Background: an optimization exercise with open tools, aiming at small area, a short achievable clock period and few clock cycles. Do not read the settings as production practice.
Only simulation tests tie the RTL to the original design; equivalence was not proved.
Power is estimated from default activity; no workload was simulated.

==> v35 <==
==> flow/design.v <==
`timescale 1ns / 1ps
module apb_master (
    input         pclk,
    input         presetn,
    input         start,
    input         write,
    input  [31:0] addr,
    output        wr0,        
    output        wr1,        
    output reg    done,
    output reg    error
);
    wire in_map = (addr[31:13] == 19'd0) && (addr[11:4] == 8'd0);
    assign wr0 = start && write && in_map && !addr[12];
    assign wr1 = start && write && in_map &&  addr[12];
    always @(posedge pclk or negedge presetn) begin
        if (!presetn) begin
            done  <= 1'b0;
            error <= 1'b0;
        end else begin
            done  <= start;
            error <= !in_map;
        end
    end
endmodule
`timescale 1ns / 1ps
module apb_slave (
    input         pclk,
    input         presetn,
    input         we,         
    input         rsel,       
    input  [1:0]  idx,
    input  [3:0]  strb,
    input  [31:0] wdata,
    output [31:0] rdata       
);
    reg [31:0] regfile [0:3];
    reg [3:0]  valid;
    wire [31:0] mdata = wdata & {{8{strb[3]}}, {8{strb[2]}}, {8{strb[1]}}, {8{strb[0]}}};
    always @(posedge pclk or negedge presetn) begin
        if (!presetn)
            valid <= 4'b0;
        else if (we)
            valid[idx] <= 1'b1;
    end
    wire [31:0] part [0:3];
    genvar r, b;
    generate
        for (r = 0; r < 4; r = r + 1) begin : g_reg
            for (b = 0; b < 4; b = b + 1) begin : g_byte
                always @(posedge pclk)
                    if (we && idx == r && (strb[b] || !valid[r]))
                        regfile[r][8*b +: 8] <= mdata[8*b +: 8];
            end
            wire sel = rsel && idx == r && valid[r];
            assign part[r] = {32{sel}} & regfile[r];
        end
    endgenerate
    assign rdata = part[0] | part[1] | part[2] | part[3];
endmodule
`timescale 1ns / 1ps
module apb_top(
    input        pclk,
    input        presetn,
    input        start,
    input        write,
    input [31:0] addr,
    input [31:0] wdata,
    input [3:0]  strb,
    input [2:0]  prot,
    output [31:0] rdata,
    output        done,
    output        error
);
    wire        wr0, wr1;
    wire [31:0] rd0, rd1;
    reg  [31:0] rdata_q;
    apb_master master (
        .pclk    (pclk),
        .presetn (presetn),
        .start   (start),
        .write   (write),
        .addr    (addr),
        .wr0     (wr0),
        .wr1     (wr1),
        .done    (done),
        .error   (error)
    );
    apb_slave slave0 (
        .pclk    (pclk),
        .presetn (presetn),
        .we      (wr0),
        .rsel    (!addr[12]),
        .idx     (addr[3:2]),
        .strb    (strb),
        .wdata   (wdata),
        .rdata   (rd0)
    );
    apb_slave slave1 (
        .pclk    (pclk),
        .presetn (presetn),
        .we      (wr1),
        .rsel    (addr[12]),
        .idx     (addr[3:2]),
        .strb    (strb),
        .wdata   (wdata),
        .rdata   (rd1)
    );
    always @(posedge pclk)
        rdata_q <= rd0 | rd1;
    assign rdata = rdata_q;
endmodule
==> flow/flow/run.sh <==
#!/bin/bash
# The standard layout (bash standard.sh), with the port buffers that
# buffer_ports inserts made of a plain buffer cell instead of the delay cell it
# picks by default. ORFS writes each step's full log under orfs/logs/; make's
# own output goes to make_finish.log here.
set -euo pipefail
bash standard.sh "BUFFER_PORTS_ARGS=-buffer_cell sky130_fd_sc_hd__buf_2" finish > make_finish.log 2>&1
==> flow/standard.sh <==
#!/bin/bash
# synth_recipe.tcl (not shown) runs the flow's synth.tcl, then flattens the netlist and writes it again
# the make line also repeats each setting of config.mk as NAME=value (left out here)
make -C /OpenROAD-flow-scripts/flow DESIGN_CONFIG=/design/flow/config.mk WORK_HOME=/design/flow/orfs CLKGATE_MAP_FILE= SYNTH_SCRIPT=/design/flow/synth_recipe.tcl "${@:-finish}"
==> flow/config.mk <==
export PLATFORM = sky130hd
export DESIGN_NAME = apb_top
export DESIGN_NICKNAME = apb_top
export VERILOG_FILES = /design/flow/design.v
export SDC_FILE = /design/flow/constraint.sdc
export NUM_CORES = 4
export LEC_CHECK = 0
export CAP_MARGIN = 20
export CORE_MARGIN = 2
export CORE_UTILIZATION = 40
export CTS_BUF_LIST = sky130_fd_sc_hd__clkbuf_16
export CTS_CLUSTER_DIAMETER = 100
export CTS_CLUSTER_SIZE = 30
export SETUP_SLACK_MARGIN = 2.0
export SLEW_MARGIN = 20
==> flow/constraint.sdc <==
create_clock -name core_clock -period 4.0 [get_ports {pclk}]
set_input_delay 0.8000 -clock core_clock [delete_from_list [all_inputs] [get_ports {pclk}]]
set_output_delay 0.8000 -clock core_clock [all_outputs]
set_load 0.01 [all_outputs]
==> inputs of v3, as changes to v35 <==
==> flow/design.v, changed modules only <==
module apb_slave (
    input         pclk,
    input         presetn,
    input         we,         
    input         rsel,       
    input  [1:0]  idx,
    input  [3:0]  strb,
    input  [31:0] wdata,
    output [31:0] rdata       
);
    reg [31:0] regfile [0:3];
    reg [3:0]  valid;
    always @(posedge pclk or negedge presetn) begin
        if (!presetn)
            valid <= 4'b0;
        else if (we)
            valid[idx] <= 1'b1;
    end
    wire [31:0] part [0:3];
    genvar r, b;
    generate
        for (r = 0; r < 4; r = r + 1) begin : g_reg
            wire wr = we && idx == r;
            for (b = 0; b < 4; b = b + 1) begin : g_byte
                wire keep = !(wr && (strb[b] || !valid[r]));
                wire load = wr && strb[b];
                always @(posedge pclk)
                    regfile[r][8*b +: 8] <= (regfile[r][8*b +: 8] & {8{keep}})
                                          | (wdata[8*b +: 8] & {8{load}});
            end
            wire sel = rsel && idx == r && valid[r];
            assign part[r] = {32{sel}} & regfile[r];
        end
    endgenerate
    assign rdata = part[0] | part[1] | part[2] | part[3];
endmodule
ABC_CLOCK_PERIOD_IN_PS = 1200   (was not set)
CTS_BUF_LIST = sky130_fd_sc_hd__clkbuf_8   (was sky130_fd_sc_hd__clkbuf_16)
CTS_CLUSTER_DIAMETER = 50   (was 100)
CTS_CLUSTER_SIZE = 16   (was 30)
SETUP_SLACK_MARGIN = 2.1   (was 2.0)
==> inputs of v1, as changes to v35 <==
==> flow/design.v, changed modules only <==
module apb_slave (
    input         pclk,
    input         presetn,
    input         we,         
    input         rsel,       
    input  [1:0]  idx,
    input  [3:0]  strb,
    input  [31:0] wdata,
    output [31:0] rdata       
);
    reg [31:0] regfile [0:3];
    reg [3:0]  valid;
    always @(posedge pclk or negedge presetn) begin
        if (!presetn)
            valid <= 4'b0;
        else if (we)
            valid[idx] <= 1'b1;
    end
    wire [31:0] part [0:3];
    genvar r, b;
    generate
        for (r = 0; r < 4; r = r + 1) begin : g_reg
            wire wr = we && idx == r;
            for (b = 0; b < 4; b = b + 1) begin : g_byte
                wire keep = !(wr && (strb[b] || !valid[r]));
                wire load = wr && strb[b];
                always @(posedge pclk)
                    regfile[r][8*b +: 8] <= (regfile[r][8*b +: 8] & {8{keep}})
                                          | (wdata[8*b +: 8] & {8{load}});
            end
            wire sel = rsel && idx == r && valid[r];
            assign part[r] = {32{sel}} & regfile[r];
        end
    endgenerate
    assign rdata = part[0] | part[1] | part[2] | part[3];
endmodule
ABC_CLOCK_PERIOD_IN_PS = 1200   (was not set)
CORE_UTILIZATION = 60   (was 40)
CTS_BUF_LIST = sky130_fd_sc_hd__clkbuf_8   (was sky130_fd_sc_hd__clkbuf_16)
CTS_CLUSTER_DIAMETER = 50   (was 100)
CTS_CLUSTER_SIZE = 16   (was 30)
SETUP_SLACK_MARGIN = 2.3   (was 2.0)
==> metrics.log <==
INFO  metric outcome = complete, no violations
INFO  metric crit_end = slave1.regfile[0][24]$_DFFE_PP_
INFO  metric worstMarginPinSlew = 0.969 ns
INFO  metric core = 0.0271 sq mm
INFO  metric worst_r2r_startpoint = slave1.valid[3]$_DFFE_PN0N_
INFO  metric part_of_the_power_in_combinational_logic = 6.6%
INFO  metric floorplan.tapcells = 372
INFO  metric avgRoutedWirePerCell = 23.2 um
INFO  metric worst-path-stages = 6
INFO  metric yosys.area.top_type_share = 69.4%
INFO  metric timing.reg2reg.setup_slack = 2.31 ns
INFO  metric dp.final_hpwl = 15900 um
-- figures above: v35

==> metrics.log <==
INFO  metric outcome = complete, no violations
INFO  metric crit_end = slave0.regfile[3][24]$_DFF_P_
INFO  metric dp.final_hpwl = 19500 um
INFO  metric worst_r2r_startpoint = slave0.valid[0]$_DFFE_PN0N_
INFO  metric worstMarginPinSlew = 0.658 ns
INFO  metric floorplan.tapcells = 229
INFO  metric timing.reg2reg.setup_slack = 2.41 ns
INFO  metric part_of_the_power_in_combinational_logic = 4.9%
-- figures above: v1

==> metrics.log <==
INFO  metric outcome = complete, no violations
INFO  metric yosys.area.top_type_share = 51.8%
INFO  metric crit_end = error
INFO  metric grtUsageTotal = 23.3%
INFO  metric avgRoutedWirePerCell = 24.1 um
INFO  metric worstMarginPinSlew = 0.614 ns
INFO  metric worst-path-stages = 1
INFO  metric power.combinational.total = 214 uW
INFO  metric floorplan.tapcells = 378
-- figures above: v3

Testbench counts of v35, summed over its fixed seeds: cycles 3,200.
Testbench counts of v3, summed over its fixed seeds: cycles 3,200.
Testbench counts of v1, summed over its fixed seeds: cycles 3,200.

==> what the ideal ports hide <==
No port has a modelled driver above. Below, the same layouts with a new extraction and two added sets of constraints.
Step 1 sets driving cells, clkbuf_16 on the clock port and buf_2 on the other inputs (assumed; they add their load-dependent delay and slew).
Step 2 adds t to the input delays and takes it off the output delays; t is the mean of the earliest and latest rising clock arrival at the registers after step 1. Input paths then give back, and output paths get back, about the clock's delay inside the block.
a / b / c = ideal ports / drivers / drivers and shift; a / b = the first two.
run	shift t [ns]	setup WS [ns]	worst setup path at the end	clock arrival spread, ns
v35	0.536	2.003 / 2.014 / 1.479	input to register	0.025 / 0.025
v3	0.641	2.088 / 2.042 / 1.486	input to register	0.037 / 0.037
v1	0.587	1.959 / 1.960 / 1.374	input to register	0.038 / 0.037
After both steps every run listed still meets setup and hold. For v3, which loses most, drivers alone change the setup slack by -0.046 ns; drivers and shift together by -0.602 ns.
